Context: an optimization exercise on an open-source flow, tuned for small area. The choices shown serve that exercise and are no tape-out recipe. The RTL was checked by simulation tests, not by an equivalence proof against the original design. No driver is modelled on the clock port, so clocking that relies on it looks cheaper here than on a real chip. Power figures rest on the tool's default switching activity, not on a simulated workload.

--- design/flow/run.sh ---
#!/bin/bash
# synth_recipe.tcl (not shown) runs the flow's synth.tcl, then flattens the netlist and writes it again
# the make line also repeats each setting of config.mk as NAME=value (left out here)
make -C /OpenROAD-flow-scripts/flow DESIGN_CONFIG=/design/flow/config.mk WORK_HOME=/design/flow/orfs CLKGATE_MAP_FILE= SYNTH_SCRIPT=/design/flow/synth_recipe.tcl finish
--- design/flow/config.mk ---
export PLATFORM = sky130hd
export DESIGN_NAME = top
export DESIGN_NICKNAME = top
export VERILOG_FILES = /design/flow/design.v
export SDC_FILE = /design/flow/constraint.sdc
export NUM_CORES = 4
export LEC_CHECK = 0
export ABC_AREA = 1
export CAP_MARGIN = 20
export CORE_MARGIN = 2
export CORE_UTILIZATION = 40
export SLEW_MARGIN = 20
--- design/flow/constraint.sdc ---
create_clock -name core_clock -period 100.0 [get_ports {clk}]
set_input_delay 20.0000 -clock core_clock [delete_from_list [all_inputs] [get_ports {clk}]]
set_output_delay 20.0000 -clock core_clock [all_outputs]
set_load 0.01 [all_outputs]
--- design/flow/design.v ---
module keyboard (input clk,
                 input reset,
                 input ps2_data,
                 input ps2_clk,
                 output reg [7:0] data_o);
localparam IDLE = 2'd0, RECV = 2'd1, READY = 2'd2;
reg [1:0]  state;
reg [15:0] rxtimeout;    
reg [10:0] rxregister;   
reg [1:0]  clksr;
wire timeout = (~rxtimeout[0] & rxtimeout[1] & rxtimeout[2] & ~rxtimeout[3] & ~rxtimeout[5] & ~rxtimeout[6] & ~rxtimeout[7] & ~rxtimeout[8] & rxtimeout[9] & ~rxtimeout[10] & rxtimeout[11] & ~rxtimeout[12] & ~rxtimeout[13] & ~rxtimeout[14] & rxtimeout[15]);
wire idle = (state == IDLE);
always @(posedge clk) begin
  clksr <= {clksr[0], ps2_clk} | {2{reset}};
  if (idle) begin
    rxregister <= 11'h7ff;
    rxtimeout  <= 16'h0000;
  end else begin
    rxtimeout <= {rxtimeout[14:0], ~(rxtimeout[15] ^ rxtimeout[6])};
    if (clksr == 2'b10)
      rxregister <= {ps2_data, rxregister[10:1]};
  end
  if (reset)
    data_o <= 8'h00;
  else if (state == READY)
    data_o <= rxregister[8:1];
  if (reset)
    state <= IDLE;
  else case (state)
    IDLE:  if (!ps2_data && clksr[1]) state <= RECV;
    RECV:  if (timeout) state <= IDLE;
           else if (!rxregister[0]) state <= READY;
    default: state <= IDLE;
  endcase
end
endmodule
module ps2_to_ascii(
    input [7:0] ps2_code,
    output reg [7:0] lcd_dbOut,
    output reg rsOut
);
always@* begin
    case (ps2_code)
        8'h5A : rsOut = 1'b0;  
        default : rsOut = 1'b1;
    endcase
end
always@* begin
    case(ps2_code)
        8'h1C : lcd_dbOut = 8'h61;  
        8'h32 : lcd_dbOut = 8'h62;  
        8'h21 : lcd_dbOut = 8'h63;  
        8'h23 : lcd_dbOut = 8'h64;  
        8'h24 : lcd_dbOut = 8'h65;  
        8'h2B : lcd_dbOut = 8'h66;  
        8'h34 : lcd_dbOut = 8'h67;  
        8'h33 : lcd_dbOut = 8'h68;  
        8'h43 : lcd_dbOut = 8'h69;  
        8'h3B : lcd_dbOut = 8'h6A;  
        8'h42 : lcd_dbOut = 8'h6B;  
        8'h4B : lcd_dbOut = 8'h6C;  
        8'h3A : lcd_dbOut = 8'h6D;  
        8'h31 : lcd_dbOut = 8'h6E;  
        8'h44 : lcd_dbOut = 8'h6F;  
        8'h4D : lcd_dbOut = 8'h70;  
        8'h15 : lcd_dbOut = 8'h71;  
        8'h2D : lcd_dbOut = 8'h72;  
        8'h1B : lcd_dbOut = 8'h73;  
        8'h2C : lcd_dbOut = 8'h74;  
        8'h3C : lcd_dbOut = 8'h75;  
        8'h2A : lcd_dbOut = 8'h76;  
        8'h1D : lcd_dbOut = 8'h77;  
        8'h22 : lcd_dbOut = 8'h78;  
        8'h35 : lcd_dbOut = 8'h79;  
        8'h1A : lcd_dbOut = 8'h7A;  
        8'h45 : lcd_dbOut = 8'h30;  
        8'h16 : lcd_dbOut = 8'h31;  
        8'h1E : lcd_dbOut = 8'h32;  
        8'h26 : lcd_dbOut = 8'h33;  
        8'h25 : lcd_dbOut = 8'h34;  
        8'h2E : lcd_dbOut = 8'h35;  
        8'h36 : lcd_dbOut = 8'h36;  
        8'h3D : lcd_dbOut = 8'h37;  
        8'h3E : lcd_dbOut = 8'h38;  
        8'h46 : lcd_dbOut = 8'h39;  
        8'h5A : lcd_dbOut = 8'hC0;  
        8'h29 : lcd_dbOut = 8'h20;  
        8'hF0 : lcd_dbOut = 8'hF0;  
        default : lcd_dbOut = 8'hF0;
    endcase
end
endmodule
module lcd (input clock,
            input internal_reset,
            input [8:0] d_in,
            input data_ready,
            output reg rs,
            output e,
            output reg [7:0] d,
            output busy_flag);
localparam [4:0] PW=5'd0, S1=5'd1, E1=5'd2, W1=5'd3, E2=5'd4, W2=5'd5, E3=5'd6, W3=5'd7, S4=5'd8, E4=5'd9, W4=5'd10, S5=5'd11, E5=5'd12, W5=5'd13, S6=5'd14, E6=5'd15, W6=5'd16, S7=5'd17, E7=5'd18, W7=5'd19, S8=5'd20, E8=5'd21, W8=5'd22, IDLE0=5'd23, IDLE1=5'd24, IDLE2=5'd25, SETUP=5'd26, EH=5'd27, WL=5'd28;
reg [4:0]  ph;
reg [19:0] t;       
reg start;
wire t_pw   = (~t[1] & t[2] & ~t[3] & t[4] & ~t[5] & t[6] & t[7] & t[8] & t[9] & ~t[10] & t[11] & ~t[12] & t[13] & t[14] & ~t[16] & ~t[17] & ~t[18] & ~t[19]);
wire t_w5   = (t[2] & t[5] & ~t[7] & t[8] & t[10] & ~t[11] & ~t[12] & ~t[13] & t[14] & ~t[15] & ~t[16] & ~t[17] & t[18] & t[19]);
wire t_w200 = (~t[10] & ~t[11] & t[14] & t[15] & t[16] & ~t[17] & t[18] & ~t[19]);
wire t_w60  = (t[13] & ~t[14] & t[15] & t[16] & t[17] & t[19]);
wire t_w40  = (t[11] & t[12] & ~t[14] & t[15] & t[18] & t[19]);
wire t_w2   = (~t[4] & t[6] & t[8] & t[9] & ~t[10] & t[11] & ~t[12] & t[13] & t[14] & t[15] & ~t[16] & t[17] & ~t[18]);
wire t_e6   = (t[4]);
wire t_su   = (t[3]);
reg done;
always @* begin
  case (ph)
    PW: done = t_pw;
    E1, E4, E5, E6, E7, E8, EH: done = t_e6;
    W1, W6: done = t_w5;
    W2, W3: done = t_w200;
    W4, W5, W7, W8: done = t_w60;
    SETUP: done = t_su;
    WL: done = rs ? t_w40 : t_w2;
    IDLE2: done = 1'b0;
    default: done = 1'b1;
  endcase
end
wire idle = (ph == IDLE0) || (ph == IDLE1) || (ph == IDLE2);
wire accept = idle && start;
assign e = (ph == E1) || (ph == E2) || (ph == E3) || (ph == E4) || (ph == E5) ||
           (ph == E6) || (ph == E7) || (ph == E8) || (ph == EH);
assign busy_flag = !idle;
always @(posedge clock) begin
  if (internal_reset || done || idle)
    t <= {17'd0, {3{ph == IDLE2 && !internal_reset}}};
  else
    t <= {t[18:0], ~(t[19] ^ t[16])};
  if (internal_reset) begin
    ph <= PW;
    start <= 1'b0;
    rs <= 1'b0;
    d <= 8'h00;
  end else begin
    if (accept)
      start <= 1'b0;
    else if (data_ready)
      start <= 1'b1;
    if (accept) begin
      rs <= d_in[8];
      d <= d_in[7:0];
      ph <= SETUP;
    end else if (done) begin
      case (ph)
        PW: d <= 8'h30;
        W3: d <= 8'h38;
        W4: d <= 8'h08;
        W5: d <= 8'h01;
        W6: d <= 8'h06;
        W7: d <= 8'h0C;
        default: ;
      endcase
      ph <= (ph == WL) ? IDLE0 : ph + 5'd1;
    end
  end
end
endmodule
module controller(input clk,
                  input lcd_busy,
                  input internal_reset,
                  input [7:0] d_i,
                  output reg data_ready);
reg r;
wire is_f0 = (d_i == 8'hF0);
always @(posedge clk) begin
  if (internal_reset) begin
    data_ready <= 1'b0;
    r <= 1'b0;
  end else if (r && !is_f0) begin
    data_ready <= 1'b1;
    r <= 1'b0;
  end else begin
    if (lcd_busy)
      data_ready <= 1'b0;
    if (!lcd_busy && is_f0)
      r <= 1'b1;
  end
end
endmodule
module top(input clk,
           input ps2_clk,
           input ps2_data,
           input internal_reset_lcd,
           output rs,
           output e,
           output [7:0] d
           );
wire [7:0] scan;
wire [8:0] ch;
wire data_ready;
wire busy;
keyboard kb(.clk(clk), .reset(internal_reset_lcd), .ps2_data(ps2_data), .ps2_clk(ps2_clk), .data_o(scan));
ps2_to_ascii p2a(.ps2_code(scan), .lcd_dbOut(ch[7:0]), .rsOut(ch[8]));
controller ctl(.clk(clk), .lcd_busy(busy), .internal_reset(internal_reset_lcd), .d_i(scan), .data_ready(data_ready));
lcd l(.clock(clk), .internal_reset(internal_reset_lcd), .d_in(ch), .data_ready(data_ready),
      .rs(rs), .e(e), .d(d), .busy_flag(busy));
endmodule
==> impl_metrics.env, run 1 <==
export IMPL_status="complete, no violations"
export IMPL_cts_buffers=9
export IMPL_critPathKind="reg -> out"
export IMPL_core_mm2=0.00933
export IMPL_cts_tree="yes"
export IMPL_final_common_cell="nand2_1"
export IMPL_grt_start_max_net_pins=22
export IMPL_drc_errors=0
export IMPL_synthToLayoutAreaGrowth_pct=11.6
export IMPL_post_route_period_util_pct=22.4
export IMPL_arrival_ns=2.41
export IMPL_finalHoldViolations=0
export IMPL_drive_gt1_share_pct=5.39
export IMPL_ys_warn_count=4
export IMPL_critPathRequiredTime_ns=80.00
export IMPL_regToRegStartpoint="l.ph[4]"
export IMPL_postLayoutSetupSlackWorst_ns=77.59
export IMPL_hold_path_class="reg -> reg"
export IMPL_syn_area_per_cell_um2=6.32
export IMPL_grt_pass1_vias=3430
export IMPL_final_util_pct=46.5
export IMPL_syn_num_nets=624
export IMPL_tightestPinTransition_ns=0.792
export IMPL_initial_core_util_pct=41.7
export IMPL_overflow=0
export IMPL_h_tree_depth=3
export IMPL_tns_ns=0
export IMPL_ys_types=31
export IMPL_wl_mm=8.87
export IMPL_layout_common_cells="nand2_1, nor2_1, inv_1, dfxtp_1, nand3_1"
export IMPL_max_freq_mhz=44.6
export IMPL_clk_latency_ns=0.35
export IMPL_syn_instance_count=615
export IMPL_path_clk_slew_ns=0.09
export IMPL_p_leak_nw=1.98
export IMPL_drt_wirelength_per_cell_um=11.7
export IMPL_netlist_area_mm2=0.00389
export IMPL_nNetsFinal=635
export IMPL_p_total_w=0.0000831
export IMPL_die_x_um=103
export IMPL_via_per_inst=4.87
export IMPL_grt_pass1_wl_mm=15.3
export IMPL_vias=3701
export IMPL_clock_path_buffers=2
export IMPL_num_rows=35
export IMPL_period_minus_slack_ns=22.41
export IMPL_io_pins=14
export IMPL_cp_max_fo=15
export IMPL_postRouteAntennaNets=0
export IMPL_slew_headroom_pct=47.0
export IMPL_critPathLaunchType="flip-flop"
export IMPL_rsz0062_at_grt="false"
export IMPL_ys_seq_area_share_pct=39.1
export IMPL_critPathLaunch="l.ph[4]"
export IMPL_initialDrtViolationCount=159
export IMPL_dp_hpwl_mm=6.77
export IMPL_ctsResizeCount=0
export IMPL_power_density_mw_per_mm2=19.1
export IMPL_gp_congestion=0.996
export IMPL_diodes=0
export IMPL_ctsHoldBuffers=0
export IMPL_cts_root_buf="clkbuf_8"
export IMPL_post_cts_setup_buffers=0
export IMPL_grtUsageTotal_pct=18.4
export IMPL_dp_slack_ns=77.99
export IMPL_slew_violations=0
export IMPL_portBuffers=13
export IMPL_dieArea_mm2=0.0105
export IMPL_maxCapViolations=0
export IMPL_cp_end_kind="primary output"
export IMPL_vdd_ir_drop_max_mv=0.00830
export IMPL_fin_skew_ns=0.0151
export IMPL_cts_sink_count=76
export IMPL_first_pass_iters=5
export IMPL_antenna_found_initial=0
export IMPL_ys_ff_latch=76
export IMPL_die_h_um=103
export IMPL_hold_start="kb.rxtimeout[4]"
export IMPL_setup_viol=0
routing by layer:
metal  global-route usage (%)  wire [um]
met2                     28.8       3970
met5                        0          0
met3                     4.20        357
met4                     7.69        153
met1                     24.4       4390
power by group:
part | internal (W) | total [W] | switching, W
registers | 0.0000329 | 0.0000345 | 0.00000159
logic | 0.00000802 | 0.0000226 | 0.0000146
clock network | 0.0000143 | 0.0000260 | 0.0000117
total | 0.0000552 | 0.0000831 | 0.0000279
layout make-up:
class / instances / area, um2
clock buffers: 10 / 128
clock inverters: 6 / 95.1
fillers: 995 / 4990
inverters: 90 / 338
multi-input cells: 435 / 1960
flip-flops and latches: 76 / 1520
well taps: 129 / 161
repair buffers: 14 / 138
cells by family (layout without fill, tap and decap cells):
group           count (synthesis)  count (layout)  synth area share [%]
xor+xnor                        1               1                 0.225
buf+inv                       104             120                  10.5
flops                          76              76                  39.1
fa+ha+maj                       5               5                  1.61
simple gates                  372             372                  40.7
compound gates                 57              57                  7.88
critical path, cell delays in order, from the launching register on:
cell	delay (ns)
dfxtp_1	0.68
inv_2	0.21
ha_1	0.24
or3b_2	0.45
clkdlybuf4s50_1	0.48
sequential cells by signal, summed over array words and instances, names as in the netlist:
signal and cells:
l.start 1, ctl.r 1, l.d 8, kb.state 2
kb.rxtimeout 16, kb.rxregister 11, l.ph 5, l.rs 1
kb.data_o 8, kb.clksr 2, ctl.data_ready 1, l.t 20
worst paths after layout:
check,end,slack (ns),depth (start not counted)
max,e,77.59,4
min,kb.rxtimeout[5],0.41,2
max reg2reg,l.t[2],97.53,12
min reg2reg,kb.rxtimeout[5],0.41,2
synth_stat cells, drive strengths merged:
library cell | n | share of area [%]
a21oi | 26 | 3.3
a31oi | 3 | 0.48
buf | 7 | 1.1
clkbuf | 7 | 0.68
clkinv | 1 | 0.096
dfxtp | 76 | 39
ha | 5 | 1.6
inv | 89 | 8.6
nand2 | 167 | 16
nand3 | 53 | 7.1
nand3b | 1 | 0.19
nand4 | 16 | 2.7
nor2 | 116 | 12
nor3 | 12 | 1.5
nor4 | 4 | 0.64
o2111a | 1 | 0.29
o211ai | 2 | 0.39
o21ai | 22 | 2.8
o22ai | 1 | 0.16
o31ai | 2 | 0.39
or2 | 2 | 0.32
or3b | 1 | 0.23
xor2 | 1 | 0.23
per-stage QoR:
stage	cell area (um2)	hold WS, ns	cells
floorplan	3890	0.394	615
CTS	4330	0.412	759
detailed placement	4110	0.401	743
global placement	4110	0.403	743
global route	4340	0.423	760
finish	4340	0.409	760
==> run 2, diff against run 1 <==
==> design/flow/flow/run.sh (new file) <==
#!/bin/bash
# Own layout flow: the standard synthesis, then its combinational logic
# re-mapped with a stronger ABC script (flip-flops kept as they are), then
# the standard ORFS steps from floorplan to finish.
set -euo pipefail
W=$(pwd)
R=$W/orfs/results/$FLOW_PLATFORM/top/base
LIB=$FLOW_HOME/platforms/$FLOW_PLATFORM/lib/sky130_fd_sc_hd__tt_025C_1v80.lib
YOSYS=yosys
[[ -x $FLOW_HOME/../tools/install/yosys/bin/yosys ]] && YOSYS=$FLOW_HOME/../tools/install/yosys/bin/yosys

bash standard.sh synth > 1_standard_synth.log 2>&1
cp $R/1_2_yosys.v $W/std_synth.v

REOPT_LIB=$LIB REOPT_DONT_USE="$(cat $W/flow/dont_use.txt)" REOPT_SCRIPT=$W/flow/deep.abc \
REOPT_IN=$W/std_synth.v REOPT_OUT=$W/reopt.v \
  $YOSYS -c $W/flow/reopt.tcl > 1_reopt.log 2>&1

# prove the re-mapped netlist equals the standard one (same flip-flops)
python3 $W/flow/cutff.py $W/std_synth.v $W/std_cut.v
python3 $W/flow/cutff.py $W/reopt.v $W/reopt_cut.v
REQ_GOLD=$W/std_cut.v REQ_GATE=$W/reopt_cut.v REQ_LIB=$LIB \
  $YOSYS -c $W/flow/equiv.tcl > 1_equiv.log 2>&1

cp $W/reopt.v $R/1_2_yosys.v
rm -f $R/1_synth.odb $R/1_synth.sdc
bash standard.sh ${FLOW_MAKE_VARS:-} finish > 2_standard_finish.log 2>&1
==> design/flow/flow/cutff.py (new file) <==
#!/usr/bin/env python3
"""Cut the flip-flops of a flat netlist: each flip-flop's Q becomes an input
port and its D an output port, named after the instance, so two netlists
with the same flip-flops can be compared as combinational logic.
usage: cutff.py IN.v OUT.v"""
import re, sys
src = open(sys.argv[1]).read()
inst_re = re.compile(r'\n\s*(sky130_fd_sc_hd__df\w+)\s+(\\\S+|\w+)\s*\((.*?)\);', re.S)
ports = []
decls = []
assigns = []
def repl(m):
    name = m.group(2)
    pins = dict(re.findall(r'\.(\w+)\s*\(\s*(.*?)\s*\)\s*(?:,|$)', m.group(3), re.S))
    base = 'ff_' + re.sub(r'\W', '_', name.lstrip('\\'))
    ports.extend([base + '_q', base + '_d'])
    decls.append('  input %s_q;\n  output %s_d;\n' % (base, base))
    assigns.append('  assign %s = %s_q;\n  assign %s_d = %s;\n' % (pins['Q'], base, base, pins['D']))
    return '\n'
body = inst_re.sub(repl, src)
m = re.search(r'module\s+top\s*\((.*?)\);', body, re.S)
body = body[:m.end(1)] + ', ' + ', '.join(ports) + body[m.end(1):]
i = body.index(';', m.start()) + 1
body = body[:i] + '\n' + ''.join(decls) + body[i:]
body = body.replace('endmodule', ''.join(assigns) + 'endmodule')
open(sys.argv[2], 'w').write(body)
==> design/flow/flow/deep.abc (new file) <==
strash
&get -n
&deepsyn -T 20
&put
dch -f
amap
topo
==> design/flow/flow/dont_use.txt (new file) <==
-dont_use sky130_fd_sc_hd__probe_p_8 -dont_use sky130_fd_sc_hd__probec_p_8 -dont_use sky130_fd_sc_hd__lpflow_bleeder_1 -dont_use sky130_fd_sc_hd__lpflow_clkbufkapwr_1 -dont_use sky130_fd_sc_hd__lpflow_clkbufkapwr_16 -dont_use sky130_fd_sc_hd__lpflow_clkbufkapwr_2 -dont_use sky130_fd_sc_hd__lpflow_clkbufkapwr_4 -dont_use sky130_fd_sc_hd__lpflow_clkbufkapwr_8 -dont_use sky130_fd_sc_hd__lpflow_clkinvkapwr_1 -dont_use sky130_fd_sc_hd__lpflow_clkinvkapwr_16 -dont_use sky130_fd_sc_hd__lpflow_clkinvkapwr_2 -dont_use sky130_fd_sc_hd__lpflow_clkinvkapwr_4 -dont_use sky130_fd_sc_hd__lpflow_clkinvkapwr_8 -dont_use sky130_fd_sc_hd__lpflow_decapkapwr_12 -dont_use sky130_fd_sc_hd__lpflow_decapkapwr_3 -dont_use sky130_fd_sc_hd__lpflow_decapkapwr_4 -dont_use sky130_fd_sc_hd__lpflow_decapkapwr_6 -dont_use sky130_fd_sc_hd__lpflow_decapkapwr_8 -dont_use sky130_fd_sc_hd__lpflow_inputiso0n_1 -dont_use sky130_fd_sc_hd__lpflow_inputiso0p_1 -dont_use sky130_fd_sc_hd__lpflow_inputiso1n_1 -dont_use sky130_fd_sc_hd__lpflow_inputiso1p_1 -dont_use sky130_fd_sc_hd__lpflow_inputisolatch_1 -dont_use sky130_fd_sc_hd__lpflow_isobufsrc_1 -dont_use sky130_fd_sc_hd__lpflow_isobufsrc_16 -dont_use sky130_fd_sc_hd__lpflow_isobufsrc_2 -dont_use sky130_fd_sc_hd__lpflow_isobufsrc_4 -dont_use sky130_fd_sc_hd__lpflow_isobufsrc_8 -dont_use sky130_fd_sc_hd__lpflow_isobufsrckapwr_16 -dont_use sky130_fd_sc_hd__lpflow_lsbuf_lh_hl_isowell_tap_1 -dont_use sky130_fd_sc_hd__lpflow_lsbuf_lh_hl_isowell_tap_2 -dont_use sky130_fd_sc_hd__lpflow_lsbuf_lh_hl_isowell_tap_4 -dont_use sky130_fd_sc_hd__lpflow_lsbuf_lh_isowell_4 -dont_use sky130_fd_sc_hd__lpflow_lsbuf_lh_isowell_tap_1 -dont_use sky130_fd_sc_hd__lpflow_lsbuf_lh_isowell_tap_2 -dont_use sky130_fd_sc_hd__lpflow_lsbuf_lh_isowell_tap_4 -dont_use sky130_fd_sc_hd__fill_1 -dont_use sky130_fd_sc_hd__fill_2 -dont_use sky130_fd_sc_hd__fill_4 -dont_use sky130_fd_sc_hd__fill_8
==> design/flow/flow/equiv.tcl (new file) <==
# Combinational equivalence of two netlists whose flip-flops have been cut
# (cutff.py): same next states and outputs for every state and input.
set lib $::env(REQ_LIB)
yosys read_liberty -ignore_miss_func $lib
yosys read_verilog $::env(REQ_GOLD)
yosys rename top gold
yosys read_verilog $::env(REQ_GATE)
yosys rename top gate
yosys flatten
yosys opt_clean
yosys miter -equiv -flatten -make_assert gold gate miter
yosys hierarchy -top miter
yosys sat -verify -prove-asserts -show-ports miter
==> design/flow/flow/reopt.tcl (new file) <==
# Re-map the combinational logic of a synthesised netlist with a stronger ABC
# script; flip-flop instances (and their names) are kept as they are.
set lib $::env(REOPT_LIB)
set dont_use $::env(REOPT_DONT_USE)
set script $::env(REOPT_SCRIPT)
yosys read_liberty -ignore_miss_func $lib
yosys read_verilog $::env(REOPT_IN)
yosys hierarchy -top top
# keep sequential cells as instances
foreach c {dfxtp_1 dfxtp_2 dfxtp_4 dfrtp_1 dfstp_1 conb_1 edfxtp_1} {
  catch {yosys setattr -mod -set keep_hierarchy 1 sky130_fd_sc_hd__$c}
}
yosys flatten
yosys opt_clean -purge
yosys stat -liberty $lib
yosys techmap
yosys opt -fast
yosys abc -script $script -liberty $lib {*}$dont_use
yosys opt_clean -purge
yosys hilomap -singleton -hicell sky130_fd_sc_hd__conb_1 HI -locell sky130_fd_sc_hd__conb_1 LO
yosys splitnets
yosys opt_clean -purge
yosys insbuf -buf sky130_fd_sc_hd__buf_4 A X
yosys stat -liberty $lib
yosys select top
yosys write_verilog -noattr -nohex -nodec -selected $::env(REOPT_OUT)
==> design/flow/standard.sh (new file) <==
#!/bin/bash
# synth_recipe.tcl (not shown) runs the flow's synth.tcl, then flattens the netlist and writes it again
# the make line also repeats each setting of config.mk as NAME=value (left out here)
make -C /OpenROAD-flow-scripts/flow DESIGN_CONFIG=/design/flow/config.mk WORK_HOME=/design/flow/orfs CLKGATE_MAP_FILE= SYNTH_SCRIPT=/design/flow/synth_recipe.tcl "${@:-finish}"
--- a/design/flow/config.mk
+++ b/design/flow/config.mk
@@ -5,7 +5,6 @@
 export SDC_FILE = /design/flow/constraint.sdc
 export NUM_CORES = 4
 export LEC_CHECK = 0
-export ABC_AREA = 1
 export CAP_MARGIN = 20
 export CORE_MARGIN = 2
 export CORE_UTILIZATION = 40
removed: design/flow/run.sh
==> impl_metrics.env, run 2 <==
export IMPL_pwr_share_seq_pct=55.6
export IMPL_cp_max_fo=8
export IMPL_via_per_inst=5.36
export IMPL_portBuffers=13
export IMPL_period_minus_slack_ns=22.98
export IMPL_critical_path_slowest_cell="nor4_1"
export IMPL_largest_reg_flops=20
export IMPL_pwr_share_comb_pct=4.2
export IMPL_initialDrtViolationCount=195
export IMPL_vias=2771
export IMPL_netlist_area_mm2=0.00317
export IMPL_regMostFlops="l.t"
export IMPL_critPathKind="reg -> out"
export IMPL_post_route_period_util_pct=23.0
export IMPL_num_rows=32
export IMPL_drt_wirelength_per_cell_um=13.2
export IMPL_endpoint="e"
export IMPL_finalHoldViolations=0
export IMPL_reg_top3="l.t: 20 flops, kb.rxtimeout: 16 flops, kb.rxregister: 11 flops"
export IMPL_swShare_pct=23.1
export IMPL_cts_sink_count=76
export IMPL_cp_top_family="simple AND/OR/NAND/NOR gates"
export IMPL_clk_latency_ns=0.34
export IMPL_maxCapViolations=0
export IMPL_cts_tree="yes"
export IMPL_grt_pass1_vias=2459
export IMPL_layout_common_cells="dfxtp_1, nor2_1, clkinv_1, nand2_1, o21ai_0"
export IMPL_slowest_delay_ns=0.66
export IMPL_syn_area_per_cell_um2=8.04
export IMPL_rsz0062_at_grt="false"
export IMPL_die_h_um=93.0
export IMPL_grt_pass1_wl_mm=11.5
export IMPL_setup_viol=0
export IMPL_dpl_cell_count=501
export IMPL_critPathLaunch="l.ph[4]"
export IMPL_crit_buf_inv=3
export IMPL_p_sw_w=0.0000129
export IMPL_ff2ff_path_depth=11
export IMPL_ctsResizeCount=0
export IMPL_power_density_mw_per_mm2=15.6
export IMPL_finalNonFillerCells=517
export IMPL_p_int_w=0.0000429
export IMPL_overflow=0
export IMPL_clock_path_buffers=2
export IMPL_post_cts_setup_buffers=0
export IMPL_synthToLayoutAreaGrowth_pct=12.5
export IMPL_cp_cell_sequence="clkinv_1, nor4_1, nor2_1, nor2_1, nor3_1, a311oi_1, clkinv_1, clkdlybuf4s50_1"
export IMPL_path_clk_slew_ns=0.07
export IMPL_slew_headroom_pct=45.9
export IMPL_final_common_cell="dfxtp_1"
export IMPL_vdd_ir_drop_max_mv=0.00814
export IMPL_drc_errors=0
export IMPL_syn_instance_count=394
export IMPL_h_tree_depth=3
export IMPL_first_pass_iters=6
export IMPL_fin_skew_ns=0.00707
export IMPL_nNetsFinal=415
export IMPL_dp_hpwl_mm=5.02
export IMPL_grtUsageTotal_pct=16.7
export IMPL_arrival_ns=2.98
export IMPL_critPathLaunchType="flip-flop"
export IMPL_max_freq_mhz=43.5
export IMPL_critPathRequiredTime_ns=80.00
export IMPL_initial_core_util_pct=41.2
export IMPL_postRouteAntennaNets=0
export IMPL_ctsHoldBuffers=0
export IMPL_status="complete, no violations"
export IMPL_drive_gt1_share_pct=3.86
export IMPL_tightestPinTransition_ns=0.803
export IMPL_slew_violations=0
export IMPL_wl_mm=6.85
export IMPL_diodes=0
export IMPL_cts_root_buf="clkbuf_8"
export IMPL_gp_congestion=0.917
export IMPL_antenna_found_initial=0
export IMPL_die_x_um=93.0
export IMPL_regToRegStartpoint="l.ph[4]"
export IMPL_syn_num_nets=398
export IMPL_tns_ns=0
export IMPL_dieArea_mm2=0.00864
export IMPL_reg2reg_to="l.t[1]"
export IMPL_reg2reg_slack_ns=96.26
export IMPL_critical_path_depth=8
export IMPL_p_leak_nw=1.16
export IMPL_core_mm2=0.00769
export IMPL_clockPowerShare_pct=40.2
export IMPL_cp_end_kind="primary output"
export IMPL_io_pins=14
export IMPL_grt_start_max_net_pins=21
export IMPL_p_total_w=0.0000557
export IMPL_ys_warn_count=4
export IMPL_cts_buffers=9
export IMPL_hold_path_class="reg -> reg"
run 2: power by group through the flow:
stage	registers [W]	logic (W)	clock network (W)
floorplan	0.0000316	0.00000163	0
global placement	0.0000317	0.00000236	0
detailed placement	0.0000317	0.00000230	0
CTS	0.0000310	0.00000231	0.0000232
global route	0.0000310	0.00000271	0.0000245
finish	0.0000310	0.00000236	0.0000224
run 2: tightest hold or removal path, cell delays in order (launching register included):
cell,delay [ns]
dfxtp_1,0.31
clkinv_1,0.05
nor2_1,0.04
run 2: cell type report:
cell class                      instances  area, um2
Sequential cell                        76       1520
Clock inverter                          6       66.3
Clock buffer                            9        124
Timing Repair Buffer                   14        138
Inverter                               62        233
Fill cell                             769       4130
Multi-Input combinational cell        248       1350
Tap cell                              102        128
run 2: worst min path at each step:
| stage | from | endpoint | slack (ns) | cells past startpoint |
|---|---|---|---|---|
| floorplan | kb.rxtimeout[0] | kb.rxtimeout[1] | 0.40 | 2 |
| global placement | kb.rxtimeout[7] | kb.rxtimeout[8] | 0.41 | 2 |
| detailed placement | kb.rxtimeout[10] | kb.rxtimeout[11] | 0.42 | 2 |
| CTS | kb.rxtimeout[10] | kb.rxtimeout[11] | 0.43 | 2 |
| global route | kb.rxtimeout[7] | kb.rxtimeout[8] | 0.44 | 2 |
| finish | kb.rxtimeout[10] | kb.rxtimeout[11] | 0.43 | 2 |
run 2: per-stage QoR:
step,utilization (%),instance area (um2),hold WS [ns],setup WS (ns)
2_1_floorplan,-,3170,0.403,78.24
4_1_cts,46.2,3550,0.431,77.07
5_1_grt,46.3,3560,0.445,76.80
6_report,46.3,3560,0.429,77.02
3_5_place_dp,43.8,3360,0.420,77.47
3_3_place_gp,43.8,3360,0.408,77.57
run 2: metal layers:
layer	vias to the layer above	wire, um	global-route usage (%)
li1	1404	-	-
met1	1246	3420	23.8
met2	107	2870	23.6
met3	14	391	3.63
met4	0	163	8.70
met5	-	0	0
==> run 3, diff against run 2 <==
--- a/design/flow/flow/run.sh
+++ b/design/flow/flow/run.sh
@@ -24,4 +24,9 @@
 
 cp $W/reopt.v $R/1_2_yosys.v
 rm -f $R/1_synth.odb $R/1_synth.sdc
-bash standard.sh ${FLOW_MAKE_VARS:-} finish > 2_standard_finish.log 2>&1
+# smaller clock tree (no dummy loads, fewer and smaller buffers) and the
+# smallest buffer on each port
+bash standard.sh \
+  "CTS_ARGS=-sink_clustering_enable -repair_clock_nets -dont_use_dummy_load $(cat $W/flow/cts_args.txt)" \
+  "BUFFER_PORTS_ARGS=-buffer_cell sky130_fd_sc_hd__buf_1" \
+  finish > 2_standard_finish.log 2>&1
==> design/flow/flow/cts_args.txt (new file) <==
-buf_list sky130_fd_sc_hd__clkbuf_4 -sink_clustering_size 30 -sink_clustering_max_diameter 100
==> design/flow/flow/deep.abc (replaced) <==
strash
&get -n
&deepsyn -T 60
&put
dch -f
amap
topo
==> impl_metrics.env, run 3 <==
export IMPL_design_area_mm2=0.00331
export IMPL_cp_top_family="buffers and inverters"
export IMPL_slew_violations=0
export IMPL_tns_ns=0
export IMPL_synthToLayoutAreaGrowth_pct=5.88
export IMPL_ctsResizeCount=0
export IMPL_place_area_mm2=0.00324
export IMPL_swShare_pct=23.3
export IMPL_finalNonFillerCells=502
export IMPL_cts_sink_count=76
export IMPL_cp_max_fo=8
export IMPL_max_freq_mhz=45.1
export IMPL_antenna_found_initial=0
export IMPL_netlist_area_mm2=0.00313
export IMPL_syn_area_per_cell_um2=8.10
export IMPL_via_per_inst=5.43
export IMPL_grt_pass1_vias=2534
export IMPL_initialDrtViolationCount=130
export IMPL_layout_common_cells="nor2_1, dfxtp_1, clkinv_1, nor3_1"
export IMPL_maxCapViolations=0
export IMPL_dieArea_mm2=0.00854
export IMPL_power_density_mw_per_mm2=14.0
export IMPL_final_common_cell="nor2_1"
export IMPL_path_clk_slew_ns=0.11
export IMPL_drt_wirelength_per_cell_um=13.1
export IMPL_vdd_ir_drop_max_mv=0.00553
export IMPL_die_h_um=92.4
export IMPL_syn_num_nets=390
export IMPL_portBuffers=13
export IMPL_regMostFlops="l.t"
export IMPL_critPathKind="reg -> out"
export IMPL_drive_gt1_share_pct=2.25
export IMPL_cts_tree="yes"
export IMPL_fin_skew_ns=0.0339
export IMPL_first_pass_iters=5
export IMPL_overflow=0
export IMPL_pwr_share_seq_pct=67.0
export IMPL_gp_congestion=0.923
export IMPL_clk_latency_ns=0.42
export IMPL_hold_path_class="reg -> reg"
export IMPL_setup_viol=0
export IMPL_clock_path_buffers=2
export IMPL_finalHoldViolations=0
export IMPL_rsz0062_at_grt="false"
export IMPL_clockPowerShare_pct=28.4
export IMPL_p_int_w=0.0000355
export IMPL_grt_start_max_net_pins=20
export IMPL_slew_headroom_pct=33.0
export IMPL_vias=2728
export IMPL_post_cts_setup_buffers=0
export IMPL_ctsHoldBuffers=0
export IMPL_status="complete, no violations"
export IMPL_cts_buffers=9
export IMPL_ys_warn_count=4
export IMPL_core_mm2=0.00765
export IMPL_num_rows=32
export IMPL_syn_instance_count=386
export IMPL_dp_hpwl_mm=4.86
export IMPL_h_tree_depth=3
export IMPL_grt_pass1_wl_mm=11.4
export IMPL_diodes=0
export IMPL_post_route_period_util_pct=22.2
export IMPL_initial_core_util_pct=40.9
export IMPL_critPathRequiredTime_ns=80.00
export IMPL_nNetsFinal=406
export IMPL_pwr_share_comb_pct=4.7
export IMPL_period_minus_slack_ns=22.16
export IMPL_cts_root_buf="clkbuf_4"
export IMPL_grtUsageTotal_pct=16.8
export IMPL_cp_end_kind="primary output"
export IMPL_postRouteAntennaNets=0
export IMPL_critical_path_slowest_cell="dfxtp_1"
export IMPL_crit_top_cell="clkinv_1"
export IMPL_p_sw_w=0.0000108
export IMPL_crit_buf_inv=3
export IMPL_p_leak_nw=1.07
export IMPL_reg_top3="l.t: 20 flops, kb.rxtimeout: 16 flops, kb.rxregister: 11 flops"
export IMPL_arrival_ns=2.16
export IMPL_slowest_delay_ns=0.45
export IMPL_final_util_pct=43.3
export IMPL_wl_mm=6.60
export IMPL_fill_cells=801
export IMPL_largest_reg_flops=20
export IMPL_dpl_cell_count=493
export IMPL_drc_errors=0
export IMPL_tightestPinTransition_ns=1.00
export IMPL_cp_cell_sequence="clkinv_1, nor2_1, clkinv_1, a211oi_1, a41oi_1, o21ai_0, buf_1"
export IMPL_critPathLaunchType="flip-flop"
export IMPL_io_pins=14
export IMPL_die_x_um=92.4
run 3: final cells by class:
cell class	instances	area, um2	share of cell area (%)
Inverter	63	236	7.15
Clock buffer	9	67.6	2.04
Sequential cell	76	1520	46.0
Multi-Input combinational cell	239	1310	39.5
Timing Repair Buffer	13	48.8	1.47
Tap cell	102	128	3.86
run 3: power groups by stage:
stage	Sequential, W	Combinational, W	Clock (W)
final	0.0000310	0.00000216	0.0000131
after floorplan	0.0000316	0.00000166	0
after global placement	0.0000317	0.00000218	0
after global routing	0.0000311	0.00000242	0.0000151
after detailed placement	0.0000317	0.00000216	0
after CTS	0.0000310	0.00000217	0.0000138
run 3: metal layers:
layer	global-route usage, %	share of wire (%)	vias up
met5	0	0	-
met3	4.39	6.6	26
met1	21.7	48	1215
met2	25.9	42	122
met4	8.33	3.1	0
li1	-	-	1365
run 3: final timing paths:
kind	from	endpoint	slack, ns	depth (start not counted)
setup reg to reg	l.ph[2]	l.t[0]	96.38	16
setup / recovery	l.ph[2]	e	77.84	7
hold / removal	kb.rxtimeout[7]	kb.rxtimeout[8]	0.43	2
hold reg to reg	kb.rxtimeout[7]	kb.rxtimeout[8]	0.43	2
run 3: through the flow:
| step | power [W] | setup slack (ns) | hold WS (ns) |
|---|---|---|---|
| floorplan | 0.0000333 | 78.64 | 0.400 |
| global placement | 0.0000339 | 78.33 | 0.408 |
| detailed placement | 0.0000339 | 78.27 | 0.416 |
| CTS | 0.0000470 | 77.81 | 0.429 |
| global route | 0.0000486 | 77.55 | 0.452 |
| finish | 0.0000463 | 77.84 | 0.426 |
run 3: worst min-delay path, stage by stage (launching register included):
cell and delay, ns:
dfxtp_1 0.31, clkinv_1 0.05, nor2_1 0.04
==> run 4, diff against run 3 <==
--- a/design/flow/flow/run.sh
+++ b/design/flow/flow/run.sh
@@ -24,9 +24,14 @@
 
 cp $W/reopt.v $R/1_2_yosys.v
 rm -f $R/1_synth.odb $R/1_synth.sdc
-# smaller clock tree (no dummy loads, fewer and smaller buffers) and the
-# smallest buffer on each port
-bash standard.sh \
-  "CTS_ARGS=-sink_clustering_enable -repair_clock_nets -dont_use_dummy_load $(cat $W/flow/cts_args.txt)" \
-  "BUFFER_PORTS_ARGS=-buffer_cell sky130_fd_sc_hd__buf_1" \
-  finish > 2_standard_finish.log 2>&1
+# smaller clock tree (no dummy loads, small buffers) and the smallest
+# buffer on each port
+VARS=("CTS_ARGS=-sink_clustering_enable -repair_clock_nets -dont_use_dummy_load $(cat $W/flow/cts_args.txt)"
+      "BUFFER_PORTS_ARGS=-buffer_cell sky130_fd_sc_hd__buf_1")
+bash standard.sh "${VARS[@]}" cts > 2_standard_to_cts.log 2>&1
+
+# clock buffers with many flip-flops get a larger size (clock-pin slew)
+LIB_FILE=$LIB CLKFIX_DB=$R/4_cts.odb CLKFIX_MIN_FANOUT=10 \
+  openroad -no_init -exit $W/flow/clkfix.tcl > 3_clkfix.log 2>&1
+
+bash standard.sh "${VARS[@]}" finish > 4_standard_finish.log 2>&1
==> design/flow/flow/clkfix.tcl (new file) <==
# After CTS: clock buffers that drive many flip-flops get the next larger
# size, so that every flip-flop clock pin keeps a small slew; then legalize.
read_liberty $::env(LIB_FILE)
read_db $::env(CLKFIX_DB)
set n 0
foreach inst [[ord::get_db_block] getInsts] {
  set m [[$inst getMaster] getName]
  if {![string match sky130_fd_sc_hd__clkbuf_4 $m]} { continue }
  set fo 0
  foreach it [$inst getITerms] {
    if {[$it isOutputSignal]} {
      set net [$it getNet]
      if {$net ne "NULL"} { set fo [expr {[llength [$net getITerms]] - 1}] }
    }
  }
  if {$fo >= $::env(CLKFIX_MIN_FANOUT)} {
    replace_cell [$inst getName] sky130_fd_sc_hd__clkbuf_8
    incr n
  }
}
puts "clkfix: upsized $n clock buffers"
detailed_placement
check_placement
write_db $::env(CLKFIX_DB)
==> design/flow/flow/cts_args.txt (replaced) <==
-buf_list sky130_fd_sc_hd__clkbuf_4
==> design/flow/flow/deep.abc (replaced) <==
strash
&get -n
&deepsyn -T 240
&put
dch -f
amap
topo
==> impl_metrics.env, run 4 <==
export IMPL_status="complete, no violations"
export IMPL_cp_end_kind="primary output"
export IMPL_cp_max_fo=8
export IMPL_grt_pass1_vias=2554
export IMPL_die_x_um=91.7
export IMPL_slew_violations=0
export IMPL_dp_slack_ns=77.97
export IMPL_hold_start="kb.rxtimeout[5]"
export IMPL_fin_skew_ns=0.0390
export IMPL_largest_reg_flops=20
export IMPL_drive_gt1_share_pct=2.54
export IMPL_tns_ns=0
export IMPL_via_per_inst=5.36
export IMPL_initialDrtViolationCount=138
export IMPL_h_tree_depth=3
export IMPL_cp_top_family="compound AO/OA/AOI/OAI gates"
export IMPL_place_area_mm2=0.00319
export IMPL_post_route_period_util_pct=22.2
export IMPL_wl_mm=6.70
export IMPL_portBuffers=13
export IMPL_power_density_mw_per_mm2=14.8
export IMPL_critPathLaunch="l.ph[4]"
export IMPL_syn_num_nets=383
export IMPL_finalHoldViolations=0
export IMPL_num_rows=31
export IMPL_layout_common_cells="dfxtp_1, clkinv_1, nor2_1, nand2_1, o21ai_0"
export IMPL_clock_path_buffers=2
export IMPL_cts_sink_count=76
export IMPL_core_mm2=0.00737
export IMPL_dieArea_mm2=0.00841
export IMPL_initial_core_util_pct=41.7
export IMPL_hold_path_class="reg -> reg"
export IMPL_vias=2643
export IMPL_slew_headroom_pct=43.0
export IMPL_overflow=0
export IMPL_path_clk_slew_ns=0.11
export IMPL_final_util_pct=44.6
export IMPL_grt_start_max_net_pins=21
export IMPL_diodes=0
export IMPL_design_area_mm2=0.00329
export IMPL_setup_viol=0
export IMPL_p_leak_nw=1.11
export IMPL_gp_congestion=0.922
export IMPL_cts_buffers=9
export IMPL_postLayoutSetupSlackWorst_ns=77.80
export IMPL_synthToLayoutAreaGrowth_pct=6.91
export IMPL_max_freq_mhz=45.0
export IMPL_clk_latency_ns=0.42
export IMPL_slowest_delay_ns=0.48
export IMPL_ys_warn_count=4
export IMPL_die_h_um=91.7
export IMPL_p_total_w=0.0000486
export IMPL_cp_cell_sequence="clkinv_1, nor2_1, nor3_1, a21oi_1, o22ai_1, o31ai_1, buf_1"
export IMPL_critPathKind="reg -> out"
export IMPL_nNetsFinal=400
export IMPL_regMostFlops="l.t"
export IMPL_crit_buf_inv=2
export IMPL_critical_path_slowest_cell="dfxtp_1"
export IMPL_critPathLaunchType="flip-flop"
export IMPL_grtUsageTotal_pct=17.0
export IMPL_netlist_area_mm2=0.00308
export IMPL_tightestPinTransition_ns=0.846
export IMPL_cts_tree="yes"
export IMPL_io_pins=14
export IMPL_final_common_cell="dfxtp_1"
export IMPL_ctsResizeCount=0
export IMPL_reg_top3="l.t: 20 flops, kb.rxtimeout: 16 flops, kb.rxregister: 11 flops"
export IMPL_grt_pass1_wl_mm=11.6
export IMPL_syn_area_per_cell_um2=8.12
export IMPL_dp_hpwl_mm=5.02
export IMPL_drc_errors=0
export IMPL_period_minus_slack_ns=22.20
export IMPL_first_pass_iters=4
export IMPL_critPathRequiredTime_ns=80.00
export IMPL_cts_root_buf="clkbuf_4"
export IMPL_antenna_found_initial=0
export IMPL_rsz0062_at_grt="false"
export IMPL_maxCapViolations=0
export IMPL_postRouteAntennaNets=0
export IMPL_regToRegStartpoint="l.ph[3]"
export IMPL_vdd_ir_drop_max_mv=0.00867
export IMPL_arrival_ns=2.20
export IMPL_syn_instance_count=379
export IMPL_post_cts_setup_buffers=0
export IMPL_ctsHoldBuffers=0
export IMPL_drt_wirelength_per_cell_um=13.6
run 4: report_power, final:
| part | switching, W | internal [W] | total, W |
|---|---|---|---|
| Clock | 0.00000930 | 0.00000587 | 0.0000152 |
| Combinational | 0.00000159 | 0.000000739 | 0.00000233 |
| Sequential | 0.000000365 | 0.0000307 | 0.0000311 |
| Total | 0.0000113 | 0.0000373 | 0.0000486 |
run 4: final timing paths:
| kind | endpoint | slack, ns | cells after the start |
|---|---|---|---|
| setup / recovery | e | 77.80 | 7 |
| hold / removal | kb.rxtimeout[6] | 0.43 | 2 |
| setup reg to reg | l.t[0] | 96.37 | 12 |
| hold reg to reg | kb.rxtimeout[6] | 0.43 | 2 |
run 4: routing by layer:
metal / GRT usage [%] / part of all wire, % / vias up
met1: 21.1 / 47 / 1235
met3: 5.26 / 4.4 / 7
met4: 5.47 / 1.3 / 0
li1: - / - / 1324
met5: 0 / 0 / -
met2: 28.1 / 47 / 77
run 4: stage by stage:
step	hold WS [ns]	cells
floorplan	0.403	379
global placement	0.415	483
detailed placement	0.416	483
CTS	0.430	492
global route	0.445	493
finish	0.425	493
run 4: area by class of cell:
cell class	instances	area, um2
fillers	771	4080
flip-flops and latches	76	1520
multi-input cells	236	1270
inverters	59	221
well taps	99	124
clock buffers	9	92.6
repair buffers	14	56.3
run 4: worst register-to-register path, stage by stage (launching register included):
cell and delay [ns]:
dfxtp_1 0.40, clkinv_1 0.13, nand2_1 0.08, or4_1 0.43, a2111o_1 0.29, or4_1 0.43
o32a_1 0.18, nor3_1 0.34, or3_1 0.20, nor2_1 0.06, o41a_1 0.16, nand3_1 0.59
o21ai_0 0.18
==> run 5, diff against run 4 <==
--- a/design/flow/design.v
+++ b/design/flow/design.v
@@ -2,28 +2,31 @@
                  input reset,
                  input ps2_data,
                  input ps2_clk,
-                 output reg [7:0] data_o);
+                 output [7:0] data_o);
 localparam IDLE = 2'd0, RECV = 2'd1, READY = 2'd2;
 reg [1:0]  state;
-reg [15:0] rxtimeout;    
+reg [15:0] rxtimeout_r;  
+wire [15:0] rxtimeout = rxtimeout_r ^ 16'hAAAA;
 reg [10:0] rxregister;   
 reg [1:0]  clksr;
-wire timeout = (~rxtimeout[0] & rxtimeout[1] & rxtimeout[2] & ~rxtimeout[3] & ~rxtimeout[5] & ~rxtimeout[6] & ~rxtimeout[7] & ~rxtimeout[8] & rxtimeout[9] & ~rxtimeout[10] & rxtimeout[11] & ~rxtimeout[12] & ~rxtimeout[13] & ~rxtimeout[14] & rxtimeout[15]);
+reg [7:0]  data_n;       
+assign data_o = ~data_n;
+wire timeout = (rxtimeout[0] & rxtimeout[1] & rxtimeout[2] & ~rxtimeout[3] & rxtimeout[4] & ~rxtimeout[5] & ~rxtimeout[6] & ~rxtimeout[7] & rxtimeout[8] & rxtimeout[9] & ~rxtimeout[12] & ~rxtimeout[13] & rxtimeout[14] & rxtimeout[15]);
 wire idle = (state == IDLE);
 always @(posedge clk) begin
   clksr <= {clksr[0], ps2_clk} | {2{reset}};
   if (idle) begin
     rxregister <= 11'h7ff;
-    rxtimeout  <= 16'h0000;
+    rxtimeout_r <= 16'hAAAA;
   end else begin
-    rxtimeout <= {rxtimeout[14:0], ~(rxtimeout[15] ^ rxtimeout[6])};
+    rxtimeout_r <= {rxtimeout[14:0], ~(rxtimeout[15] ^ rxtimeout[12])} ^ 16'hAAAA;
     if (clksr == 2'b10)
       rxregister <= {ps2_data, rxregister[10:1]};
   end
   if (reset)
-    data_o <= 8'h00;
+    data_n <= 8'hff;
   else if (state == READY)
-    data_o <= rxregister[8:1];
+    data_n <= ~rxregister[8:1];
   if (reset)
     state <= IDLE;
   else case (state)
@@ -100,14 +103,15 @@
             output busy_flag);
 localparam [4:0] PW=5'd0, S1=5'd1, E1=5'd2, W1=5'd3, E2=5'd4, W2=5'd5, E3=5'd6, W3=5'd7, S4=5'd8, E4=5'd9, W4=5'd10, S5=5'd11, E5=5'd12, W5=5'd13, S6=5'd14, E6=5'd15, W6=5'd16, S7=5'd17, E7=5'd18, W7=5'd19, S8=5'd20, E8=5'd21, W8=5'd22, IDLE0=5'd23, IDLE1=5'd24, IDLE2=5'd25, SETUP=5'd26, EH=5'd27, WL=5'd28;
 reg [4:0]  ph;
-reg [19:0] t;       
+reg [19:0] t_r;     
+wire [19:0] t = t_r ^ 20'hAAAAA;
 reg start;
 wire t_pw   = (~t[1] & t[2] & ~t[3] & t[4] & ~t[5] & t[6] & t[7] & t[8] & t[9] & ~t[10] & t[11] & ~t[12] & t[13] & t[14] & ~t[16] & ~t[17] & ~t[18] & ~t[19]);
-wire t_w5   = (t[2] & t[5] & ~t[7] & t[8] & t[10] & ~t[11] & ~t[12] & ~t[13] & t[14] & ~t[15] & ~t[16] & ~t[17] & t[18] & t[19]);
-wire t_w200 = (~t[10] & ~t[11] & t[14] & t[15] & t[16] & ~t[17] & t[18] & ~t[19]);
-wire t_w60  = (t[13] & ~t[14] & t[15] & t[16] & t[17] & t[19]);
-wire t_w40  = (t[11] & t[12] & ~t[14] & t[15] & t[18] & t[19]);
-wire t_w2   = (~t[4] & t[6] & t[8] & t[9] & ~t[10] & t[11] & ~t[12] & t[13] & t[14] & t[15] & ~t[16] & t[17] & ~t[18]);
+wire t_w5   = (t[2] & ~t[4] & t[5] & ~t[6] & t[8] & t[9] & t[10] & ~t[11] & ~t[13] & t[14] & ~t[15] & ~t[16] & t[19]);
+wire t_w200 = (t[0] & ~t[5] & t[6] & ~t[7] & t[9] & ~t[11] & t[12] & t[15]);
+wire t_w60  = (~t[5] & t[6] & ~t[7] & ~t[10] & t[12] & t[18]);
+wire t_w40  = (t[8] & t[12] & ~t[13] & t[15] & t[19]);
+wire t_w2   = (t[2] & ~t[4] & ~t[5] & t[6] & t[8] & t[9] & ~t[10] & t[11] & t[13] & t[14] & t[15] & t[19]);
 wire t_e6   = (t[4]);
 wire t_su   = (t[3]);
 reg done;
@@ -131,9 +135,9 @@
 assign busy_flag = !idle;
 always @(posedge clock) begin
   if (internal_reset || done || idle)
-    t <= {17'd0, {3{ph == IDLE2 && !internal_reset}}};
+    t_r <= {17'd0, {3{ph == IDLE2 && !internal_reset}}} ^ 20'hAAAAA;
   else
-    t <= {t[18:0], ~(t[19] ^ t[16])};
+    t_r <= {t[18:0], ~(t[19] ^ t[16])} ^ 20'hAAAAA;
   if (internal_reset) begin
     ph <= PW;
     start <= 1'b0;
==> impl_metrics.env, run 5 <==
export IMPL_status="complete, no violations"
export IMPL_post_cts_setup_buffers=0
export IMPL_place_area_mm2=0.00311
export IMPL_nNetsFinal=382
export IMPL_fin_skew_ns=0.0241
export IMPL_portBuffers=13
export IMPL_grt_pass1_wl_mm=11.0
export IMPL_tns_ns=0
export IMPL_cp_end_kind="primary output"
export IMPL_netlist_area_mm2=0.00299
export IMPL_io_pins=14
export IMPL_grt_pass1_vias=2407
export IMPL_final_common_cell="dfxtp_1"
export IMPL_hold_path_class="reg -> reg"
export IMPL_critPathLaunchType="flip-flop"
export IMPL_antenna_found_initial=0
export IMPL_path_clk_slew_ns=0.09
export IMPL_power_density_mw_per_mm2=14.6
export IMPL_regMostFlops="l.t_r"
export IMPL_dpl_cell_count=466
export IMPL_p_leak_nw=1.07
export IMPL_vias=2569
export IMPL_drt_wirelength_per_cell_um=13.3
export IMPL_postRouteAntennaNets=0
export IMPL_vdd_ir_drop_max_mv=0.00507
export IMPL_h_tree_depth=3
export IMPL_critPathKind="reg -> out"
export IMPL_slew_violations=0
export IMPL_crit_buf_inv=1
export IMPL_post_route_period_util_pct=22.1
export IMPL_dieArea_mm2=0.00819
export IMPL_syn_instance_count=362
export IMPL_tightestPinTransition_ns=0.803
export IMPL_die_x_um=90.5
export IMPL_max_freq_mhz=45.2
export IMPL_arrival_ns=2.11
export IMPL_core_mm2=0.00725
export IMPL_wl_mm=6.31
export IMPL_layout_common_cells="dfxtp_1, nor2_1, nand2_1, clkinv_1, a21oi_1"
export IMPL_clock_path_buffers=2
export IMPL_final_util_pct=44.1
export IMPL_grtUsageTotal_pct=16.2
export IMPL_via_per_inst=5.41
export IMPL_critPathRequiredTime_ns=80.00
export IMPL_grt_start_max_net_pins=14
export IMPL_design_area_mm2=0.00320
export IMPL_finalHoldViolations=0
export IMPL_syn_num_nets=366
export IMPL_overflow=0
export IMPL_gp_congestion=0.892
export IMPL_cp_max_fo=9
export IMPL_cts_root_buf="clkbuf_4"
export IMPL_initialDrtViolationCount=146
export IMPL_largest_reg_flops=20
export IMPL_first_pass_iters=6
export IMPL_slew_headroom_pct=46.3
export IMPL_initial_core_util_pct=41.3
export IMPL_cts_sink_count=76
export IMPL_clk_latency_ns=0.40
export IMPL_cts_tree="yes"
export IMPL_rsz0062_at_grt="false"
export IMPL_period_minus_slack_ns=22.11
export IMPL_cp_top_family="compound AO/OA/AOI/OAI gates"
export IMPL_maxCapViolations=0
export IMPL_finalNonFillerCells=475
export IMPL_diodes=0
export IMPL_ys_warn_count=4
export IMPL_ctsHoldBuffers=0
export IMPL_cts_buffers=9
export IMPL_slowest_delay_ns=0.49
export IMPL_drive_gt1_share_pct=2.39
export IMPL_synthToLayoutAreaGrowth_pct=6.86
export IMPL_critical_path_slowest_cell="dfxtp_1"
export IMPL_reg_top3="l.t_r: 20 flops, kb.rxtimeout_r: 16 flops, kb.rxregister: 11 flops"
export IMPL_dp_hpwl_mm=4.71
export IMPL_setup_viol=0
export IMPL_drc_errors=0
export IMPL_syn_area_per_cell_um2=8.27
export IMPL_whs_ns=0.363
export IMPL_cp_cell_sequence="nor2_1, a21oi_1, nand2_1, a21oi_1, nor2_1, o32ai_1, buf_1"
export IMPL_ctsResizeCount=0
export IMPL_num_rows=31
export IMPL_die_h_um=90.5
[run 5: layout make-up]
cell class	count	area (um2)
Timing Repair Buffer	13	48.8
Inverter	36	135
Multi-Input combinational cell	242	1280
Fill cell	782	4060
Clock buffer	9	92.6
Tap cell	99	124
Sequential cell	76	1520
[run 5: path summary, 6_finish.rpt]
path,from,endpoint,slack (ns),cells after the start
max,l.ph[3],e,77.89,7
min,kb.rxtimeout_r[14],kb.rxtimeout_r[15],0.36,1
max reg2reg,kb.data_n[4],l.d[2],95.93,20
min reg2reg,kb.rxtimeout_r[14],kb.rxtimeout_r[15],0.36,1
[run 5: through the flow]
stage          total power, W  worst slack, ns
3_3_place_gp        0.0000326            78.37
4_1_cts             0.0000454            77.87
6_report            0.0000468            77.89
3_5_place_dp        0.0000326            78.33
5_1_grt             0.0000489            77.63
2_1_floorplan       0.0000322            78.58
[run 5: report_power, final]
part	total [W]	switching [W]	internal [W]
Combinational	0.00000123	0.000000940	0.000000285
Sequential	0.0000307	0.000000161	0.0000305
Clock	0.0000149	0.00000904	0.00000588
Total	0.0000468	0.0000101	0.0000367
[run 5: layer usage]
layer  vias to the layer above  track usage (%)  routed length [um]
met5                         -                0                   0
met4                         0             7.05                  90
met3                         9             3.09                 322
met2                        69             24.4                2770
met1                      1183             22.7                3130
li1                       1308                -                   -
==> run 6, diff against run 5 <==
==> design/flow/flow/run.sh (replaced) <==
#!/bin/bash
# Own layout flow:
#  2. two candidate netlists with the same flip-flops, both mapped with a
#     stronger ABC script: (a) the standard netlist's logic re-mapped,
#     (b) design.v synthesised again, its flip-flops renamed to the standard
#     names; each must be proven equal to the standard netlist (flip-flops
#     paired by name, logic compared by SAT); the smaller one is used;
#  3. the standard ORFS steps from floorplan on, with a smaller clock tree and
#     the smallest port buffers, and clock buffers with many sinks upsized.
set -euo pipefail
W=$(pwd)
R=$W/orfs/results/$FLOW_PLATFORM/top/base
LIB=$FLOW_HOME/platforms/$FLOW_PLATFORM/lib/sky130_fd_sc_hd__tt_025C_1v80.lib
YOSYS=yosys
[[ -x $FLOW_HOME/../tools/install/yosys/bin/yosys ]] && YOSYS=$FLOW_HOME/../tools/install/yosys/bin/yosys
export REOPT_LIB=$LIB REOPT_DONT_USE="$(cat $W/flow/dont_use.txt)" REOPT_SCRIPT=$W/flow/deep.abc

bash standard.sh synth > 1_standard_synth.log 2>&1
cp $R/1_2_yosys.v $W/std_synth.v
python3 $W/flow/cutff.py $W/std_synth.v $W/std_cut.v

REOPT_IN=$W/std_synth.v REOPT_OUT=$W/cand_a.v $YOSYS -c $W/flow/reopt.tcl > 1_reopt_a.log 2>&1 &
PA=$!
OWN_DESIGN=$FLOW_DESIGN REOPT_OUT=$W/own_b.v $YOSYS -c $W/flow/ownsyn.tcl > 1_ownsyn_b.log 2>&1 &
PB=$!
wait $PA || true
wait $PB || true

best=""; best_area=""
for c in a b; do
  f=$W/cand_$c.v
  if [[ $c == b ]]; then
    [[ -s $W/own_b.v ]] && python3 $W/flow/rename_ff.py $W/std_synth.v $W/own_b.v $f > 1_rename_b.log 2>&1 || continue
  fi
  [[ -s $f ]] || continue
  python3 $W/flow/cutff.py $f $W/cand_${c}_cut.v || continue
  if REQ_GOLD=$W/std_cut.v REQ_GATE=$W/cand_${c}_cut.v REQ_LIB=$LIB \
       $YOSYS -c $W/flow/equiv.tcl > 1_equiv_$c.log 2>&1; then
    a=$(python3 $W/flow/area.py $LIB $f)
    echo "candidate $c: area $a (proven equal to the standard netlist)" | tee -a 1_choice.log
    if [[ -z $best ]] || python3 -c "import sys; sys.exit(0 if $a < $best_area else 1)"; then
      best=$f; best_area=$a
    fi
  else
    echo "candidate $c: not proven equal, not used" | tee -a 1_choice.log
  fi
done
if [[ -n $best ]]; then
  echo "using $best" | tee -a 1_choice.log
  cp $best $R/1_2_yosys.v
  rm -f $R/1_synth.odb $R/1_synth.sdc
else
  echo "using the standard netlist" | tee -a 1_choice.log
fi

# smaller clock tree (no dummy loads, small buffers) and the smallest
# buffer on each port
VARS=("CTS_ARGS=-sink_clustering_enable -repair_clock_nets -dont_use_dummy_load $(cat $W/flow/cts_args.txt)"
      "BUFFER_PORTS_ARGS=-buffer_cell sky130_fd_sc_hd__buf_1")
bash standard.sh "${VARS[@]}" cts > 2_standard_to_cts.log 2>&1

# clock buffers with many flip-flops get a larger size (clock-pin slew)
LIB_FILE=$LIB CLKFIX_DB=$R/4_cts.odb CLKFIX_MIN_FANOUT=10 \
  openroad -no_init -exit $W/flow/clkfix.tcl > 3_clkfix.log 2>&1

bash standard.sh "${VARS[@]}" finish > 4_standard_finish.log 2>&1
==> design/flow/flow/area.py (new file) <==
#!/usr/bin/env python3
"""Total cell area of a netlist. usage: area.py LIB NETLIST"""
import re, sys
area = {}; cur = None
for line in open(sys.argv[1]):
    m = re.match(r'\s*cell\s*\(\s*"?(\w+)"?\s*\)', line)
    if m:
        cur = m.group(1); continue
    m = re.match(r'\s*area\s*:\s*([\d.]+)', line)
    if m and cur and cur not in area:
        area[cur] = float(m.group(1))
v = open(sys.argv[2]).read()
print('%.4f' % sum(area.get(c, 0.0) for c in re.findall(r'^\s*(sky130_fd_sc_hd__\w+)\s', v, re.M)))
==> design/flow/flow/ownsyn.tcl (new file) <==
# Synthesis of design.v with a stronger ABC script; flip-flops are renamed
# afterwards (rename_ff.py) to the standard synthesis's names.
set lib $::env(REOPT_LIB)
set dont_use $::env(REOPT_DONT_USE)
yosys read_verilog -defer -sv $::env(OWN_DESIGN)
yosys hierarchy -check -top top
yosys synth -top top -flatten -nofsm -noshare
yosys dfflibmap -liberty $lib {*}$dont_use
yosys opt
yosys abc -script $::env(REOPT_SCRIPT) -liberty $lib {*}$dont_use
yosys opt_clean -purge
yosys hilomap -singleton -hicell sky130_fd_sc_hd__conb_1 HI -locell sky130_fd_sc_hd__conb_1 LO
yosys splitnets
yosys opt_clean -purge
yosys insbuf -buf sky130_fd_sc_hd__buf_4 A X
yosys stat -liberty $lib
yosys write_verilog -noattr -nohex -nodec $::env(REOPT_OUT)
==> design/flow/flow/rename_ff.py (new file) <==
#!/usr/bin/env python3
"""Give the flip-flops of our netlist the instance names the standard synthesis
gave them, pairing flip-flops by the net their Q pin drives.
usage: rename_ff.py STD.v OURS.v OUT.v   (exit 1 if they do not pair up)"""
import re, sys
inst_re = re.compile(r'(\n\s*)(sky130_fd_sc_hd__df\w+)\s+(\\\S+|\w+)(\s*\()(.*?)\);', re.S)
def ffs(txt):
    out = {}
    for m in inst_re.finditer(txt):
        q = re.search(r'\.Q\(\s*(.*?)\s*\)', m.group(5), re.S).group(1).strip()
        out[q] = (m.group(2), m.group(3))
    return out
std = open(sys.argv[1]).read()
ours = open(sys.argv[2]).read()
s, o = ffs(std), ffs(ours)
# a flip-flop whose Q net got another (aliased) name pairs by elimination,
# only when a single one is left on each side
ls, lo = sorted(set(s) - set(o)), sorted(set(o) - set(s))
if len(ls) == 1 and len(lo) == 1:
    o[ls[0]] = o.pop(lo[0])
    alias = {lo[0]: ls[0]}
else:
    alias = {}
if set(s) != set(o) or len(s) != len(re.findall(r'sky130_fd_sc_hd__df', std)) \
        or any(s[q][0] != o[q][0] for q in s):
    sys.stderr.write('flip-flops do not pair up: %d vs %d\n' % (len(s), len(o)))
    sys.exit(1)
def repl(m):
    q = re.search(r'\.Q\(\s*(.*?)\s*\)', m.group(5), re.S).group(1).strip()
    name = s[alias.get(q, q)][1]
    if not name.startswith('\\'):
        name = name
    return '%s%s %s %s%s);' % (m.group(1), m.group(2), name, m.group(4).lstrip(), m.group(5))
out = inst_re.sub(repl, ours)
open(sys.argv[3], 'w').write(out)
print('renamed %d flip-flops' % len(o))
==> impl_metrics.env, run 6 <==
export IMPL_status="complete, no violations"
export IMPL_ctsResizeCount=0
export IMPL_die_h_um=89.2
export IMPL_clk_latency_ns=0.41
export IMPL_first_pass_iters=5
export IMPL_critPathLaunchType="flip-flop"
export IMPL_pwr_share_comb_pct=2.6
export IMPL_p_sw_w=0.00000982
export IMPL_initial_core_util_pct=40.7
export IMPL_syn_area_per_cell_um2=8.33
export IMPL_cts_root_buf="clkbuf_4"
export IMPL_synthToLayoutAreaGrowth_pct=9.13
export IMPL_reg_top3="l.t_r: 20 flops, kb.rxtimeout_r: 16 flops, kb.rxregister: 11 flops"
export IMPL_cp_end_kind="primary output"
export IMPL_h_tree_depth=3
export IMPL_critPathKind="reg -> out"
export IMPL_layout_common_cells="dfxtp_1, nor2_1, clkinv_1, nand2_1, a21oi_1"
export IMPL_arrival_ns=2.28
export IMPL_dp_hpwl_mm=4.63
export IMPL_cts_sink_count=76
export IMPL_p_int_w=0.0000367
export IMPL_core_mm2=0.00714
export IMPL_critPathRequiredTime_ns=80.00
export IMPL_slew_headroom_pct=42.6
export IMPL_tns_ns=0
export IMPL_grt_pass1_vias=2246
export IMPL_slowest_delay_ns=0.66
export IMPL_postRouteAntennaNets=0
export IMPL_slew_violations=0
export IMPL_path_clk_slew_ns=0.09
export IMPL_final_common_cell="dfxtp_1"
export IMPL_post_cts_setup_buffers=0
export IMPL_grt_pass1_wl_mm=10.5
export IMPL_initialDrtViolationCount=304
export IMPL_largest_reg_flops=20
export IMPL_swShare_pct=21.1
export IMPL_dpl_cell_count=461
export IMPL_vdd_ir_drop_max_mv=0.00821
export IMPL_period_minus_slack_ns=22.28
export IMPL_cp_max_fo=8
export IMPL_maxCapViolations=0
export IMPL_grt_start_max_net_pins=15
export IMPL_crit_buf_inv=3
export IMPL_clock_path_buffers=2
export IMPL_grtUsageTotal_pct=17.1
export IMPL_ys_warn_count=4
export IMPL_netlist_area_mm2=0.00291
export IMPL_tightestPinTransition_ns=0.859
export IMPL_setup_viol=0
export IMPL_nNetsFinal=377
export IMPL_syn_num_nets=353
export IMPL_drive_gt1_share_pct=2.43
export IMPL_die_x_um=89.2
export IMPL_pwr_share_seq_pct=66.0
export IMPL_fin_skew_ns=0.0283
export IMPL_regMostFlops="l.t_r"
export IMPL_rsz0062_at_grt="false"
export IMPL_antenna_found_initial=0
export IMPL_drc_errors=0
export IMPL_drt_wirelength_per_cell_um=13.2
export IMPL_portBuffers=13
export IMPL_cts_buffers=9
export IMPL_cts_tree="yes"
export IMPL_wl_mm=6.20
export IMPL_ctsHoldBuffers=0
export IMPL_num_rows=31
export IMPL_finalHoldViolations=0
export IMPL_post_route_period_util_pct=22.3
export IMPL_diodes=0
export IMPL_clockPowerShare_pct=31.4
export IMPL_vias=2519
export IMPL_power_density_mw_per_mm2=14.7
export IMPL_via_per_inst=5.36
export IMPL_dieArea_mm2=0.00796
export IMPL_overflow=0
export IMPL_cp_top_family="simple AND/OR/NAND/NOR gates"
export IMPL_critical_path_slowest_cell="nor4_1"
export IMPL_io_pins=14
export IMPL_crit_top_cell="clkinv_1"
export IMPL_gp_congestion=0.944
export IMPL_finalNonFillerCells=470
export IMPL_cp_cell_sequence="clkinv_1, nor4_1, nor2_1, a22oi_1, clkinv_1, buf_1"
export IMPL_hold_path_class="reg -> reg"
export IMPL_max_freq_mhz=44.9
export IMPL_syn_instance_count=349
export IMPL_p_leak_nw=1.07
[run 6: cell type report]
type | count | area, um2
Fill cell | 765 | 3970
Timing Repair Buffer | 13 | 48.8
Multi-Input combinational cell | 236 | 1250
Tap cell | 99 | 124
Clock buffer | 9 | 92.6
Inverter | 37 | 139
Sequential cell | 76 | 1520
[run 6: worst reg2reg max path, delay by kind of cell (launching register included)]
family | cells | cell delay [ns]
AOI/OAI and AO/OA | 3 | 0.90
DFF | 1 | 0.47
and+or+nand+nor | 6 | 2.12
buffers and inverters | 1 | 0.22
[run 6: metrics by stage]
stage | worst slack [ns] | power [W] | hold slack [ns] | instance area [um2] | utilization (%)
after floorplan | 78.48 | 0.0000322 | 0.343 | 2910 | -
after global placement | 77.98 | 0.0000326 | 0.348 | 3080 | 43.1
after detailed placement | 77.84 | 0.0000326 | 0.348 | 3080 | 43.1
after CTS | 77.64 | 0.0000452 | 0.370 | 3150 | 44.1
after global routing | 77.30 | 0.0000486 | 0.379 | 3170 | 44.4
final | 77.72 | 0.0000465 | 0.368 | 3170 | 44.4
[run 6: path summary, 6_finish.rpt]
path,startpoint,to,slack [ns],depth (start not counted)
max,l.ph[3],e,77.72,6
min,kb.rxtimeout_r[10],kb.rxtimeout_r[11],0.37,1
min reg2reg,kb.rxtimeout_r[10],kb.rxtimeout_r[11],0.37,1
max reg2reg,l.ph[3],l.t_r[16],96.24,10
[run 6: power groups by stage]
stage | combinational, W | sequential [W] | clock (W)
floorplan | 0.000000832 | 0.0000313 | 0
global placement | 0.00000120 | 0.0000314 | 0
detailed placement | 0.00000122 | 0.0000314 | 0
CTS | 0.00000123 | 0.0000307 | 0.0000133
global route | 0.00000139 | 0.0000307 | 0.0000165
finish | 0.00000121 | 0.0000307 | 0.0000146
[run 6: per-layer routing]
| metal | vias to the layer above | GRT usage, % | share of wire (%) |
|---|---|---|---|
| met2 | 67 | 24.2 | 42 |
| met4 | 0 | 8.55 | 2.9 |
| li1 | 1285 | - | - |
| met1 | 1149 | 24.4 | 50 |
| met3 | 18 | 3.88 | 4.6 |
| met5 | - | 0 | 0 |

Check on run 6: ideal ports give 77.717 ns setup slack; a clkbuf_16 on the clock port and buf_2 on the inputs give 77.693 ns; moving port delays by the midpoint clock arrival (0.418 ns) as well gives 77.870 ns.
